From an optimization exercise on the open Yosys and OpenROAD flow, aimed at small area, a short achievable clock period and few clock cycles; shortcuts taken in it are not production practice.
Where RTL was checked, it was by simulation tests only, not by an equivalence proof against the original.
Power figures rest on the tool's default switching activity, not on a simulated workload.

// zhxpu_core
module zhxpu_core(
	input clk,
	input rst,
	output wire [15:0] imem_addr,
	input [15:0] imem_rdata,
	input imem_ready,
	output wire [15:0] dmem_addr,
	output wire [15:0] dmem_wdata,
	output wire dmem_we,
	output wire dmem_re,
	input [15:0] dmem_rdata,
	input dmem_ready
);
	reg [15:0] pc;           
	reg [15:0] ir;           
	reg ir_sp, ir_ih, ir_ra;  
	reg [7:0] a_sel, b_sel;   
	reg [15:0] gpr [0:7];
	reg [15:0] sp, ih, ra;
	reg t;
	reg [15:0] ex_a, ex_b;   
	reg ex_cin;
	reg ex_and, ex_or, ex_shl, ex_sh, ex_arith;
	reg ex_ld, ex_st, ex_cmp, ex_wr, ex_br;
	reg [3:0] ex_dst;        
	wire ex_mem = ex_ld | ex_st;
	wire hold = !imem_ready || (ex_mem && !dmem_ready);
	wire [15:0] sum;
	zx_add16 u_alu_add(.a(ex_a), .b(ex_b), .cin(ex_cin), .s(sum));
	wire [15:0] add_p = ex_a ^ ex_b;
	wire [15:0] add_k = {ex_a[14:0] | ex_b[14:0], ex_cin};
	wire add_zero = &(add_p ~^ add_k);
	wire [15:0] b_rev;
	genvar gi;
	generate for (gi = 0; gi < 16; gi = gi + 1) begin : g_rev
		assign b_rev[gi] = ex_b[15 - gi];
	end endgenerate
	wire [15:0] sh_in = ex_shl ? b_rev : ex_b;
	wire fill = ex_arith & ex_b[15];
	wire big = |ex_a[15:4];
	wire [15:0] sh1 = ex_a[0] ? {fill, sh_in[15:1]} : sh_in;
	wire [15:0] sh2 = ex_a[1] ? {{2{fill}}, sh1[15:2]} : sh1;
	wire [15:0] sh4 = ex_a[2] ? {{4{fill}}, sh2[15:4]} : sh2;
	wire [15:0] sh8 = ex_a[3] ? {{8{fill}}, sh4[15:8]} : sh4;
	wire [15:0] shr = big ? {16{fill}} : sh8;
	wire [15:0] shr_rev;
	generate for (gi = 0; gi < 16; gi = gi + 1) begin : g_rev2
		assign shr_rev[gi] = shr[15 - gi];
	end endgenerate
	wire ex_add = !(ex_ld | ex_and | ex_or | ex_sh);
	wire [15:0] oth_fast = ({16{ex_and}} & (ex_a & ex_b)) | ({16{ex_or}} & (ex_a | ex_b));
  ...
Size: roughly 2300 cells after synthesis, about 280 flip-flops, about 86 I/O pins, about 18000 µm² of cells after synthesis.
export LEC_CHECK = 0
export ABC_AREA = 1
export CAP_MARGIN = 20
export CORE_MARGIN = 2
export CORE_UTILIZATION = 60
export CTS_BUF_LIST = sky130_fd_sc_hd__clkbuf_8
export SETUP_SLACK_MARGIN = 5
export SLEW_MARGIN = 20
export TNS_END_PERCENT = 10
create_clock -name core_clock -period 9.0 [get_ports {clk}]
standard.sh (not shown) runs the stock make flow with config.mk's settings and CLKGATE_MAP_FILE= SYNTH_SCRIPT=/design/flow/synth_recipe.tcl, a recipe that flattens the netlist after the stock synthesis.
==> flow/flow/run.sh <==
#!/bin/bash
set -euo pipefail
bash standard.sh "BUFFER_PORTS_ARGS=-buffer_cell sky130_fd_sc_hd__buf_2" SETUP_SLACK_MARGIN=6 finish > standard_flow.log 2>&1
The first run completed with no timing, DRC or antenna violations.
Testbench counts at the start, summed over its fixed seeds: cycles 41,488.
Next try:
--- a/flow/design.v
+++ b/flow/design.v
@@ -42,25 +42,25 @@
 	wire [15:0] sh1 = ex_a[0] ? {fill, sh_in[15:1]} : sh_in;
 	wire [15:0] sh2 = ex_a[1] ? {{2{fill}}, sh1[15:2]} : sh1;
 	wire [15:0] sh4 = ex_a[2] ? {{4{fill}}, sh2[15:4]} : sh2;
 	wire [15:0] sh8 = ex_a[3] ? {{8{fill}}, sh4[15:8]} : sh4;
 	wire [15:0] shr = big ? {16{fill}} : sh8;
 	wire [15:0] shr_rev;
 	generate for (gi = 0; gi < 16; gi = gi + 1) begin : g_rev2
 		assign shr_rev[gi] = shr[15 - gi];
 	end endgenerate
 	wire ex_add = !(ex_ld | ex_and | ex_or | ex_sh);
-	wire [15:0] oth_fast = ({16{ex_and}} & (ex_a & ex_b)) | ({16{ex_or}} & (ex_a | ex_b));
-	wire [15:0] oth = oth_fast | ({16{ex_ld}} & dmem_rdata)
-		| ({16{ex_sh & ex_shl}} & shr_rev) | ({16{ex_sh & !ex_shl}} & shr);
+	wire [15:0] oth = ({16{ex_ld}} & dmem_rdata) | ({16{ex_and}} & (ex_a & ex_b))
+		| ({16{ex_or}} & (ex_a | ex_b)) | ({16{ex_sh & ex_shl}} & shr_rev)
+		| ({16{ex_sh & !ex_shl}} & shr);
 	wire [15:0] ex_res = ex_add ? sum : oth;
-	wire ex_zero = ex_add ? add_zero : ~|oth_fast;
+	wire ex_zero = ex_add ? add_zero : ~|oth;
 	wire ex_t = !add_zero;   
 	assign dmem_addr = ex_a;
 	assign dmem_wdata = ex_b;
 	assign dmem_we = ex_st;
 	assign dmem_re = ex_ld;
 	always @(posedge clk) begin
 		if (ex_wr) begin
 			case (ex_dst)
 				4'd8: sp <= ex_res;
 				4'd9: ih <= ex_res;
Maximum frequency falls by 13%; final area came out lower by about 0.8%; area after synthesis came out lower by 2.9%; clock skew came out higher by 0.0040 ns; total power goes down by about 1.5%; setup slack loses 0.48 ns; routed wire length is higher by about 4%; hold slack degrades by 0.012 ns; utilization rises by 0.58 points; sequential share of layout area is higher by 0.31 points; combinational power went down by 3.2%.
Testbench counts after the change, summed over its fixed seeds: cycles 41,488.

========
## the reference run
Starting RTL as in the previous note.
clock: 9.0 ns
lec_check: 0
abc_area: 1
cap_margin: 20
core_margin: 2
core_utilization: 60
cts_buf_list: sky130_fd_sc_hd__clkbuf_8
setup_slack_margin: 5
slew_margin: 20
tns_end_percent: 10
==> flow/flow/run.sh <==
#!/bin/bash
set -euo pipefail
bash standard.sh "BUFFER_PORTS_ARGS=-buffer_cell sky130_fd_sc_hd__buf_2" SETUP_SLACK_MARGIN=5.5 finish > standard_flow.log 2>&1
Testbench counts of the reference run, summed over its fixed seeds: cycles 41,488.
Relative to the reference run, the following input files were edited for the trial run:
--- a/flow/design.v
+++ b/flow/design.v
@@ -16,17 +16,17 @@
 	reg [15:0] ir;           
 	reg ir_sp, ir_ih, ir_ra;  
 	reg [7:0] a_sel, b_sel;   
 	reg [15:0] gpr [0:7];
 	reg [15:0] sp, ih, ra;
 	reg t;
 	reg [15:0] ex_a, ex_b;   
 	reg ex_cin;
-	reg ex_and, ex_or, ex_shl, ex_sh, ex_arith;
+	reg ex_add, ex_and, ex_or, ex_shl, ex_shr, ex_sh, ex_arith;
 	reg ex_ld, ex_st, ex_cmp, ex_wr, ex_br;
 	reg [3:0] ex_dst;        
 	wire ex_mem = ex_ld | ex_st;
 	wire hold = !imem_ready || (ex_mem && !dmem_ready);
 	wire [15:0] sum;
 	zx_add16 u_alu_add(.a(ex_a), .b(ex_b), .cin(ex_cin), .s(sum));
 	wire [15:0] add_p = ex_a ^ ex_b;
 	wire [15:0] add_k = {ex_a[14:0] | ex_b[14:0], ex_cin};
@@ -43,20 +43,19 @@
 	wire [15:0] sh2 = ex_a[1] ? {{2{fill}}, sh1[15:2]} : sh1;
 	wire [15:0] sh4 = ex_a[2] ? {{4{fill}}, sh2[15:4]} : sh2;
 	wire [15:0] sh8 = ex_a[3] ? {{8{fill}}, sh4[15:8]} : sh4;
 	wire [15:0] shr = big ? {16{fill}} : sh8;
 	wire [15:0] shr_rev;
 	generate for (gi = 0; gi < 16; gi = gi + 1) begin : g_rev2
 		assign shr_rev[gi] = shr[15 - gi];
 	end endgenerate
-	wire ex_add = !(ex_ld | ex_and | ex_or | ex_sh);
 	wire [15:0] oth_fast = ({16{ex_and}} & (ex_a & ex_b)) | ({16{ex_or}} & (ex_a | ex_b));
 	wire [15:0] oth = oth_fast | ({16{ex_ld}} & dmem_rdata)
-		| ({16{ex_sh & ex_shl}} & shr_rev) | ({16{ex_sh & !ex_shl}} & shr);
+		| ({16{ex_shl}} & shr_rev) | ({16{ex_shr}} & shr);
 	wire [15:0] ex_res = ex_add ? sum : oth;
 	wire ex_zero = ex_add ? add_zero : ~|oth_fast;
 	wire ex_t = !add_zero;   
 	assign dmem_addr = ex_a;
 	assign dmem_wdata = ex_b;
 	assign dmem_we = ex_st;
 	assign dmem_re = ex_ld;
 	always @(posedge clk) begin
@@ -225,16 +224,18 @@
 			ex_cmp <= d_cmp & !stall;
 			ex_wr <= d_wr & !stall;
 			ex_br <= d_br & !stall;
 		end
 	end
 	always @(posedge clk) begin
 		if (!hold) begin
 			ex_a <= op1; ex_b <= op2; ex_cin <= d_cin;
+			ex_add <= !(d_ld | d_and | d_or | d_sh);
+			ex_shr <= d_sh & !d_shl;
 			ex_and <= d_and; ex_or <= d_or; ex_shl <= d_shl;
 			ex_sh <= d_sh; ex_arith <= d_arith; ex_dst <= d_dst;
 		end
 	end
 endmodule
 module zx_add16(
 	input [15:0] a,
 	input [15:0] b,
- The trial run finished end to end and its layout was clean on timing, DRC and antenna.
- Run comparison: the trial run slowest stage cell on the critical path sky130_fd_sc_hd__dfxtp_1; the reference run slowest stage cell on the critical path sky130_fd_sc_hd__edfxtp_1
- Lower wire length was reported by the reference run, not the trial run.
- Changes observed in the trial run relative to the reference run: minimum hold slack increased by 53 ps relative to the old numbers, combinational power went up, clock power climbed about 5%, post-layout instance area went up about 3%, via count of the first global-routing pass rose by 587.
- Global-route usage over all layers: higher on the trial run
For the trial run, only the layout was checked, not whether the RTL still works.

========
before:
zhxpu_core, a different RTL version from the one above (not shown whole).
For scale: ~2,000 cells after synthesis, about 260 flip-flops, about 86 I/O pins, about 17,000 sq um of cells after synthesis.
==> flow/design.v (excerpt) <==
module zhxpu_core(
	input clk,
	input rst,
	output wire [15:0] imem_addr,
	input [15:0] imem_rdata,
	input imem_ready,
	output wire [15:0] dmem_addr,
	output wire [15:0] dmem_wdata,
	output wire dmem_we,
	output wire dmem_re,
	input [15:0] dmem_rdata,
	input dmem_ready
);
	reg [15:0] pc;           
	reg [15:0] ir;           
	reg ir_sp, ir_ih, ir_ra;  
	reg [15:0] gpr [0:7];
	reg [15:0] sp, ih, ra;
	reg t;
	reg [15:0] ex_a, ex_b;   
	reg ex_cin;
	reg ex_and, ex_or, ex_shl, ex_sh, ex_arith;
	reg ex_ld, ex_st, ex_cmp, ex_wr, ex_br;
	reg [3:0] ex_dst;        
	wire ex_mem = ex_ld | ex_st;
	wire hold = !imem_ready || (ex_mem && !dmem_ready);
	wire [15:0] sum;
	zx_add16 u_alu_add(.a(ex_a), .b(ex_b), .cin(ex_cin), .s(sum));
	wire [15:0] add_p = ex_a ^ ex_b;
	wire [15:0] add_k = {ex_a[14:0] | ex_b[14:0], ex_cin};
	wire add_zero = &(add_p ~^ add_k);
	wire [15:0] b_rev;
	genvar gi;
	generate for (gi = 0; gi < 16; gi = gi + 1) begin : g_rev
		assign b_rev[gi] = ex_b[15 - gi];
	end endgenerate
	wire [15:0] sh_in = ex_shl ? b_rev : ex_b;
	wire fill = ex_arith & ex_b[15];
	wire big = |ex_a[15:4];
	wire [15:0] sh1 = ex_a[0] ? {fill, sh_in[15:1]} : sh_in;
	wire [15:0] sh2 = ex_a[1] ? {{2{fill}}, sh1[15:2]} : sh1;
	wire [15:0] sh4 = ex_a[2] ? {{4{fill}}, sh2[15:4]} : sh2;
	wire [15:0] sh8 = ex_a[3] ? {{8{fill}}, sh4[15:8]} : sh4;
	wire [15:0] shr = big ? {16{fill}} : sh8;
  ...
export LEC_CHECK = 0
export ABC_AREA = 1
export CAP_MARGIN = 20
export CORE_MARGIN = 2
export CORE_UTILIZATION = 60
export CTS_BUF_LIST = sky130_fd_sc_hd__clkbuf_8
export SETUP_SLACK_MARGIN = 5
export SLEW_MARGIN = 20
export TNS_END_PERCENT = 10
create_clock -name core_clock -period 9.0 [get_ports {clk}]
==> flow/flow/run.sh <==
#!/bin/bash
set -euo pipefail
bash standard.sh "BUFFER_PORTS_ARGS=-buffer_cell sky130_fd_sc_hd__buf_2" finish > standard_flow.log 2>&1
> inputs changed (before -> after)
--- a/flow/design.v
+++ b/flow/design.v
@@ -9,18 +9,19 @@
 	output wire [15:0] dmem_wdata,
 	output wire dmem_we,
 	output wire dmem_re,
 	input [15:0] dmem_rdata,
 	input dmem_ready
 );
 	reg [15:0] pc;           
 	reg [15:0] ir;           
 	reg ir_sp, ir_ih, ir_ra;  
+	reg [7:0] a_sel, b_sel;   
 	reg [15:0] gpr [0:7];
 	reg [15:0] sp, ih, ra;
 	reg t;
 	reg [15:0] ex_a, ex_b;   
 	reg ex_cin;
 	reg ex_and, ex_or, ex_shl, ex_sh, ex_arith;
 	reg ex_ld, ex_st, ex_cmp, ex_wr, ex_br;
 	reg [3:0] ex_dst;        
 	wire ex_mem = ex_ld | ex_st;
@@ -111,20 +112,20 @@
 	wire d_br = i_b | i_beqz | i_bnez | i_bteqz | i_btnez | br_jump;
 	wire ir_spec = ir_sp | ir_ih | ir_ra;
 	wire [2:0] b_idx = i_swsp ? rx : ry;
 	reg [15:0] a_gpr, b_reg;
 	integer ri;
 	always @(*) begin
 		a_gpr = 16'b0;
 		b_reg = 16'b0;
 		for (ri = 0; ri < 8; ri = ri + 1) begin
-			a_gpr = a_gpr | (gpr[ri] & {16{rx == ri}});
-			b_reg = b_reg | (gpr[ri] & {16{b_idx == ri}});
+			a_gpr = a_gpr | (gpr[ri] & {16{a_sel[ri]}});
+			b_reg = b_reg | (gpr[ri] & {16{b_sel[ri]}});
 		end
 	end
 	wire [15:0] a_reg = ({16{!ir_spec}} & a_gpr) | ({16{ir_sp}} & sp) | ({16{ir_ih}} & ih) | ({16{ir_ra}} & ra);
 	wire ex_wr_gpr = ex_wr && !ex_dst[3];
 	wire fwd_a = ir_sp ? (ex_wr && ex_dst == 4'd8) :
 		ir_ih ? (ex_wr && ex_dst == 4'd9) :
 		ir_ra ? (ex_wr && ex_dst == 4'd10) :
 		(ex_wr_gpr && ex_dst[2:0] == rx);
 	wire fwd_b = ex_wr_gpr && ex_dst[2:0] == b_idx;
@@ -186,25 +187,31 @@
 		else if (i_jalr) d_dst = 4'd10;
 		else if (i_addiu3 | i_srav | i_lw) d_dst = {1'b0, ry};
 		else if (g_11100) d_dst = {1'b0, rz};
 		else d_dst = {1'b0, rx};
 	end
 	wire [4:0] f_op = imem_rdata[15:11];
 	wire f_sp = (f_op == 5'b01100 && imem_rdata[10:8] == 3'b011) || f_op == 5'b10010 || f_op == 5'b11010;
 	wire f_ih = f_op == 5'b11110 && !imem_rdata[0];
 	wire f_ra = f_op == 5'b11101 && imem_rdata[7:5] == 3'b001 && imem_rdata[4:0] == 5'b00000;
+	wire [4:0] fw_op = imem_rdata[15:11];
+	wire [2:0] f_bidx = (fw_op == 5'b11010) ? imem_rdata[10:8] : imem_rdata[7:5];
+	wire [7:0] f_asel = 8'b1 << imem_rdata[10:8];
+	wire [7:0] f_bsel = 8'b1 << f_bidx;
 	assign imem_addr = pc;
 	always @(posedge clk) begin
 		if (!rst) begin
 			pc <= 16'b0;
 			ir <= 16'b0;
 			ir_sp <= 1'b0; ir_ih <= 1'b0; ir_ra <= 1'b0;
 		end else if (!hold && !stall) begin
+			a_sel <= f_asel;
+			b_sel <= f_bsel;
 			pc <= pc_next;
 			ir <= imem_rdata;
 			ir_sp <= f_sp; ir_ih <= f_ih; ir_ra <= f_ra;
 		end
 	end
 	always @(posedge clk) begin
 		if (!rst) begin
 			ex_ld <= 1'b0; ex_st <= 1'b0; ex_cmp <= 1'b0; ex_wr <= 1'b0;
 			ex_br <= 1'b0;
[summary]
- Diff before -> after: final cell count now sits higher; global routing usage on met2 now sits lower; flip-flop and latch count after synthesis now sits higher; layout overhead on the synthesized area now sits higher; register-to-register slack now sits higher.
- Final cell area: after above before
- [compare] base=before new=after: net switching power of the design fell by 0.00012 W; clock skew has decreased.
- before and after ended up with roughly the same total power.
- Between before and after, standby leakage power decreased.
- Looking at flip-flop and latch count, after sits 16 above before.
- Max freq before -> after: improved
- Compared with before, after shows a critical path depth that is 3 higher.
- Looking at critical path capture point, the ex_a[8] result is from before; the pc[13] one comes from after.
No run of this note included a check of the RTL's function; only the layout flow was run.

## separate check: timing with driven ports
Ports are ideal in the flow. The routed layouts listed here were re-timed in OpenROAD. Step 1 (the two cells are an assumption about what drives the block):
set clk [get_ports {clk}]
set_driving_cell -lib_cell sky130_fd_sc_hd__clkbuf_16 $clk
set_driving_cell -lib_cell sky130_fd_sc_hd__buf_2 [delete_from_list [all_inputs] $clk]
Step 2 times the ports against the registers' clock, not the clock port: input delays grow and output delays shrink by t, the midpoint of the rising clock arrivals with the driver on. Three values: ideal, step 1, step 2; two values: the first two.
| run | t (ns) | slack for setup (ns) | latest minus earliest clock arrival (ns) |
|---|---|---|---|
| the first run of note 1 | 0.620 | 5.790 / 5.740 / 5.516 | 0.049 / 0.050 |
| the second run of note 1 | 0.611 | 5.313 / 5.313 / 5.003 | 0.054 / 0.054 |
| the reference run | 0.636 | 5.531 / 5.531 / 5.086 | 0.040 / 0.040 |
| the trial run | 0.621 | 5.513 / 5.513 / 5.018 | 0.025 / 0.025 |
| before | 0.628 | 4.889 / 4.889 / 4.577 | 0.065 / 0.064 |
| after | 0.635 | 5.028 / 5.028 / 4.653 | 0.061 / 0.062 |
After both steps every run listed still meets setup and hold. For the trial run, which loses most, drivers alone change the setup slack by 0.000 ns; drivers and shift together by -0.495 ns.
